Context: an optimization exercise on an open-source flow, tuned for small area, a short achievable clock period and few clock cycles per item. The choices shown serve that exercise and are no tape-out recipe.
Function was checked by simulation only, so behaviour that the tests miss may differ from the original.
Power is estimated from default activity; no workload was simulated.

==> flow/design.v <==
module conv_128_8_16_1(clk, reset, x_data, x_valid, x_ready, y_data, y_valid, y_ready);
  input clk, reset, x_valid, y_ready;
  input signed [15:0] x_data;
  output logic x_ready, y_valid;
  output logic signed [15:0] y_data;
  function automatic int th(input int k);
    case (k)
      0: th = 344;  1: th = 171;  2: th = 207;  3: th = 697;
      4: th = 140;  5: th = 799;  6: th = 3276; default: th = 399;
    endcase
  endfunction
  function automatic logic [16:0] add17(input logic [16:0] a, input logic [16:0] b, input logic ci);
    logic [16:0] p, g, gg, pp, c;
    p = a ^ b;
    g = a & b;
    g[0] = g[0] | (p[0] & ci);
    gg = g; pp = p;
    for (int l = 1; l <= 4; l++)
      for (int i = (1 << l) - 1; i < 17; i += (1 << l)) begin
        gg[i] = gg[i] | (pp[i] & gg[i - (1 << (l - 1))]);
        pp[i] = pp[i] & pp[i - (1 << (l - 1))];
      end
    for (int l = 3; l >= 1; l--)
      for (int i = (1 << l) + (1 << (l - 1)) - 1; i < 17; i += (1 << l)) begin
        gg[i] = gg[i] | (pp[i] & gg[i - (1 << (l - 1))]);
        pp[i] = pp[i] & pp[i - (1 << (l - 1))];
      end
    c = {gg[15:0], ci};
    add17 = p ^ c;
  endfunction
  function automatic logic [33:0] csa(input logic [16:0] a, input logic [16:0] b, input logic [16:0] c);
    csa = {(a & b) | (a & c) | (b & c), a ^ b ^ c};
  endfunction
  function automatic logic signed [15:0] sat17(input logic [16:0] s);
    if (s[16] != s[15]) sat17 = s[16] ? 16'sh8000 : 16'sh7fff;
    else                sat17 = s[15:0];
  endfunction
  logic signed [15:0] xp;         
  logic signed [16:0] x3p, x5p;
  logic [7:0]         satp;       
  logic               vp;
  logic [6:0]         idx;        
  logic signed [15:0] acc0, acc1, acc2, acc3, acc4, acc5, acc6;
  wire run = ~(y_valid & ~y_ready & vp & (idx >= 7));
  assign x_ready = run;
  wire [16:0] x1i = {x_data[15], x_data};
  logic [7:0] sat_n;
  always_comb
    for (int k = 0; k < 8; k++)
      sat_n[k] = (x_data > th(k)) | (x_data < -th(k));
  always_ff @(posedge clk)
    if (run) begin
      xp   <= x_data;
      x3p  <= add17(x1i, x1i << 1, 1'b0);
      x5p  <= add17(x1i, x1i << 2, 1'b0);
      satp <= sat_n;
    end
  wire [16:0] x1 = {xp[15], xp};
  wire        xs = xp[15];
  localparam logic [16:0] PHI = 17'h07fff, PLO = 17'h18000;
  function automatic logic [16:0] satv(input logic s, input logic neg, input logic [16:0] u);
    satv = !s ? u : (xs ^ neg) ? PLO : PHI;
  endfunction
  function automatic logic [16:0] keep(input logic s, input logic [16:0] w);
    keep = s ? 17'h0 : w;
  endfunction
  function automatic logic [16:0] keepn(input logic s, input logic [16:0] v);
    keepn = s ? 17'h1ffff : ~v;
  endfunction
  wire [16:0] a0 = {acc0[15], acc0}, a1 = {acc1[15], acc1}, a2 = {acc2[15], acc2},
              a3 = {acc3[15], acc3}, a4 = {acc4[15], acc4}, a5 = {acc5[15], acc5},
              a6 = {acc6[15], acc6};
  wire [16:0] s0 = add17(satv(satp[0], 1'b0, x3p << 5), keepn(satp[0], x1), 1'b1);
  wire [33:0] c1 = csa(a0, satv(satp[1], 1'b0, x3p << 6), keepn(satp[1], x1));
  wire [16:0] s1 = add17(c1[16:0], {c1[32:17], 1'b1}, 1'b0);
  wire [33:0] c2 = csa(a1, satv(satp[2], 1'b0, x5p << 5), keepn(satp[2], x1 << 1));
  wire [16:0] s2 = add17(c2[16:0], {c2[32:17], 1'b1}, 1'b0);
  wire [33:0] c3 = csa(a2, satv(satp[3], 1'b1, x1), keepn(satp[3], x3p << 4));
  wire [16:0] s3 = add17(c3[16:0], {c3[32:17], 1'b1}, 1'b0);
  wire [33:0] c4a = csa(a3, satv(satp[4], 1'b1, x3p << 1), keep(satp[4], x1 << 4));
  wire [33:0] c4 = csa(c4a[16:0], {c4a[32:17], 1'b1}, keepn(satp[4], x1 << 8));
  wire [16:0] s4 = add17(c4[16:0], {c4[32:17], 1'b0}, 1'b0);
  wire [33:0] c5 = csa(a4, keepn(satp[5], x5p << 3), satv(satp[5], 1'b1, ~x1));
  wire [16:0] s5 = add17(c5[16:0], {c5[32:17], 1'b1}, ~satp[5]);
  wire [16:0] s6 = add17(a5, satv(satp[6], 1'b0, x5p << 1), 1'b0);
  wire [33:0] c7 = csa(a6, satv(satp[7], 1'b0, x5p << 4), keep(satp[7], x1 << 1));
  wire [16:0] s7 = add17(c7[16:0], {c7[32:17], 1'b0}, 1'b0);
  wire signed [15:0] n7 = sat17(s7);
  wire adv  = vp & run;                  
  wire push = adv & (idx >= 7);          
  always_ff @(posedge clk) begin
    if (adv) begin
      acc0 <= sat17(s0);
      acc1 <= sat17(s1);
      acc2 <= sat17(s2);
      acc3 <= sat17(s3);
      acc4 <= sat17(s4);
      acc5 <= sat17(s5);
      acc6 <= sat17(s6);
    end
    if (push) y_data <= n7[15] ? 16'sd0 : n7;    
  end
  always_ff @(posedge clk) begin
    if (reset) begin
      vp      <= 1'b0;
      y_valid <= 1'b0;
      idx     <= 7'd0;
    end else begin
      if (run) vp <= x_valid;
      if (push) y_valid <= 1'b1;
      else if (y_ready) y_valid <= 1'b0;
      if (adv) idx <= idx + 7'd1;
    end
  end
endmodule
clock: 10.0 ns
lec_check: 0
cap_margin: 20
core_margin: 2
core_utilization: 40
cts_buf_list: sky130_fd_sc_hd__clkbuf_8
cts_cluster_diameter: 100
cts_cluster_size: 30
setup_slack_margin: 5
slew_margin: 20
run.sh (not shown) runs the stock make flow with config.mk's settings and CLKGATE_MAP_FILE= SYNTH_SCRIPT=/design/flow/synth_recipe.tcl, a recipe that flattens the netlist after the stock synthesis.
Testbench counts at the start, summed over its fixed seeds: cycles 8,208, items 7,744.
Next try:
==> flow/flow/run.sh (new file) <==
#!/bin/bash
set -euo pipefail
bash standard.sh SETUP_SLACK_MARGIN=5.75 finish > standard_flow.log 2>&1
==> flow/standard.sh (new file) <==
#!/bin/bash
# synth_recipe.tcl (not shown) runs the flow's synth.tcl, then flattens the netlist and writes it again
# the make line also repeats each setting of config.mk as NAME=value (left out here)
make -C /OpenROAD-flow-scripts/flow DESIGN_CONFIG=/design/flow/config.mk WORK_HOME=/design/flow/orfs CLKGATE_MAP_FILE= SYNTH_SCRIPT=/design/flow/synth_recipe.tcl "${@:-finish}"
CTS_BUF_LIST = not set   (was sky130_fd_sc_hd__clkbuf_8)
CTS_CLUSTER_DIAMETER = not set   (was 100)
CTS_CLUSTER_SIZE = not set   (was 30)
SETUP_SLACK_MARGIN = not set   (was 5)
removed: flow/run.sh
Result:
- total power went up by 26%
- core utilization went up by 5.5 points
- routed wire length went up by 8.4%
- first-iteration DRC count went down by 2.5%
- clock skew went down by 0.0035 ns
- synthesized cell count stays the same
Next try:
==> flow/run.sh (new file) <==
#!/bin/bash
# synth_recipe.tcl (not shown) runs the flow's synth.tcl, then flattens the netlist and writes it again
# the make line also repeats each setting of config.mk as NAME=value (left out here)
make -C /OpenROAD-flow-scripts/flow DESIGN_CONFIG=/design/flow/config.mk WORK_HOME=/design/flow/orfs CLKGATE_MAP_FILE= SYNTH_SCRIPT=/design/flow/synth_recipe.tcl finish
CORE_UTILIZATION = 60   (was 40)
SETUP_SLACK_MARGIN = 5   (was not set)
removed: flow/flow/run.sh
removed: flow/standard.sh
Effect: The changed run completed with no timing, DRC or antenna violations. Cell count drops by roughly a tenth. Worst setup slack got worse by 0.24 ns. Clock power goes down slightly. Flip-flop and latch count is unchanged. Power went down by about a fifth. Worst hold slack gains 0.0093 ns. Design area shrinks by roughly a tenth.
Next try:
CORE_UTILIZATION = 40   (was 60)
After rerunning:
- non-clock buffer count grows by 8
- synthesized cell count stays the same
- sequential cell count stays the same
- area after synthesis stays the same
- design area grows by 1.1%
- global-route usage shrinks by 9.1 points
- power grows by 1.0%
- final cell count grows by 8.9%
- core utilization shrinks by 22 points
Next try:
==> flow/flow/run.sh (new file) <==
#!/bin/bash
set -euo pipefail
bash standard.sh SETUP_SLACK_MARGIN=5.5 finish > standard_flow.log 2>&1
==> flow/standard.sh (new file) <==
#!/bin/bash
# synth_recipe.tcl (not shown) runs the flow's synth.tcl, then flattens the netlist and writes it again
# the make line also repeats each setting of config.mk as NAME=value (left out here)
make -C /OpenROAD-flow-scripts/flow DESIGN_CONFIG=/design/flow/config.mk WORK_HOME=/design/flow/orfs CLKGATE_MAP_FILE= SYNTH_SCRIPT=/design/flow/synth_recipe.tcl "${@:-finish}"
SETUP_SLACK_MARGIN = not set   (was 5)
removed: flow/run.sh
What happened: Cell count went up by 1.0%; via count climbs by 1.5%; global-route usage is about the same; core utilization goes up by 1.1 points; die area does not change; clock power is lower by 3.3%; non-clock buffer count went up by 26; combinational power climbs by 6.2%; cell area is higher by 2.4%; sequential power is about the same; area after synthesis is unchanged.

==> re-timing with driven ports <==
Ports are ideal in the flow. The routed layouts listed here were re-timed in OpenROAD. Step 1 sets driving cells, clkbuf_16 on the clock port and buf_2 on the other inputs (assumed; they add their load-dependent delay and slew). Step 2 also shifts input and output timing later by t, the mid clock arrival at the registers, as if the neighbouring blocks saw the same clock. Three values: no drivers, after step 1, after step 2; two values: the first two.
run	shift t [ns]	slack for setup (ns)	hold WS [ns]	worst setup path after step 2
the first run	0.565	5.180 / 5.180 / 4.675	0.527 / 0.526 / 0.526	input to register
the second run	0.522	5.401 / 5.365 / 5.365	0.520 / 0.520 / 0.520	input to output
the third run	0.511	5.159 / 5.188 / 4.677	0.529 / 0.529 / 0.529	input to register
the fourth run	0.528	5.231 / 5.231 / 4.762	0.521 / 0.521 / 0.521	input to register
the fifth run	0.516	5.390 / 5.355 / 5.199	0.533 / 0.533 / 0.533	input to register
After both steps setup and hold are still met in every run listed. The setup slack of the first run, which loses most, moves by 0.000 ns with the drivers and by -0.505 ns with both steps.
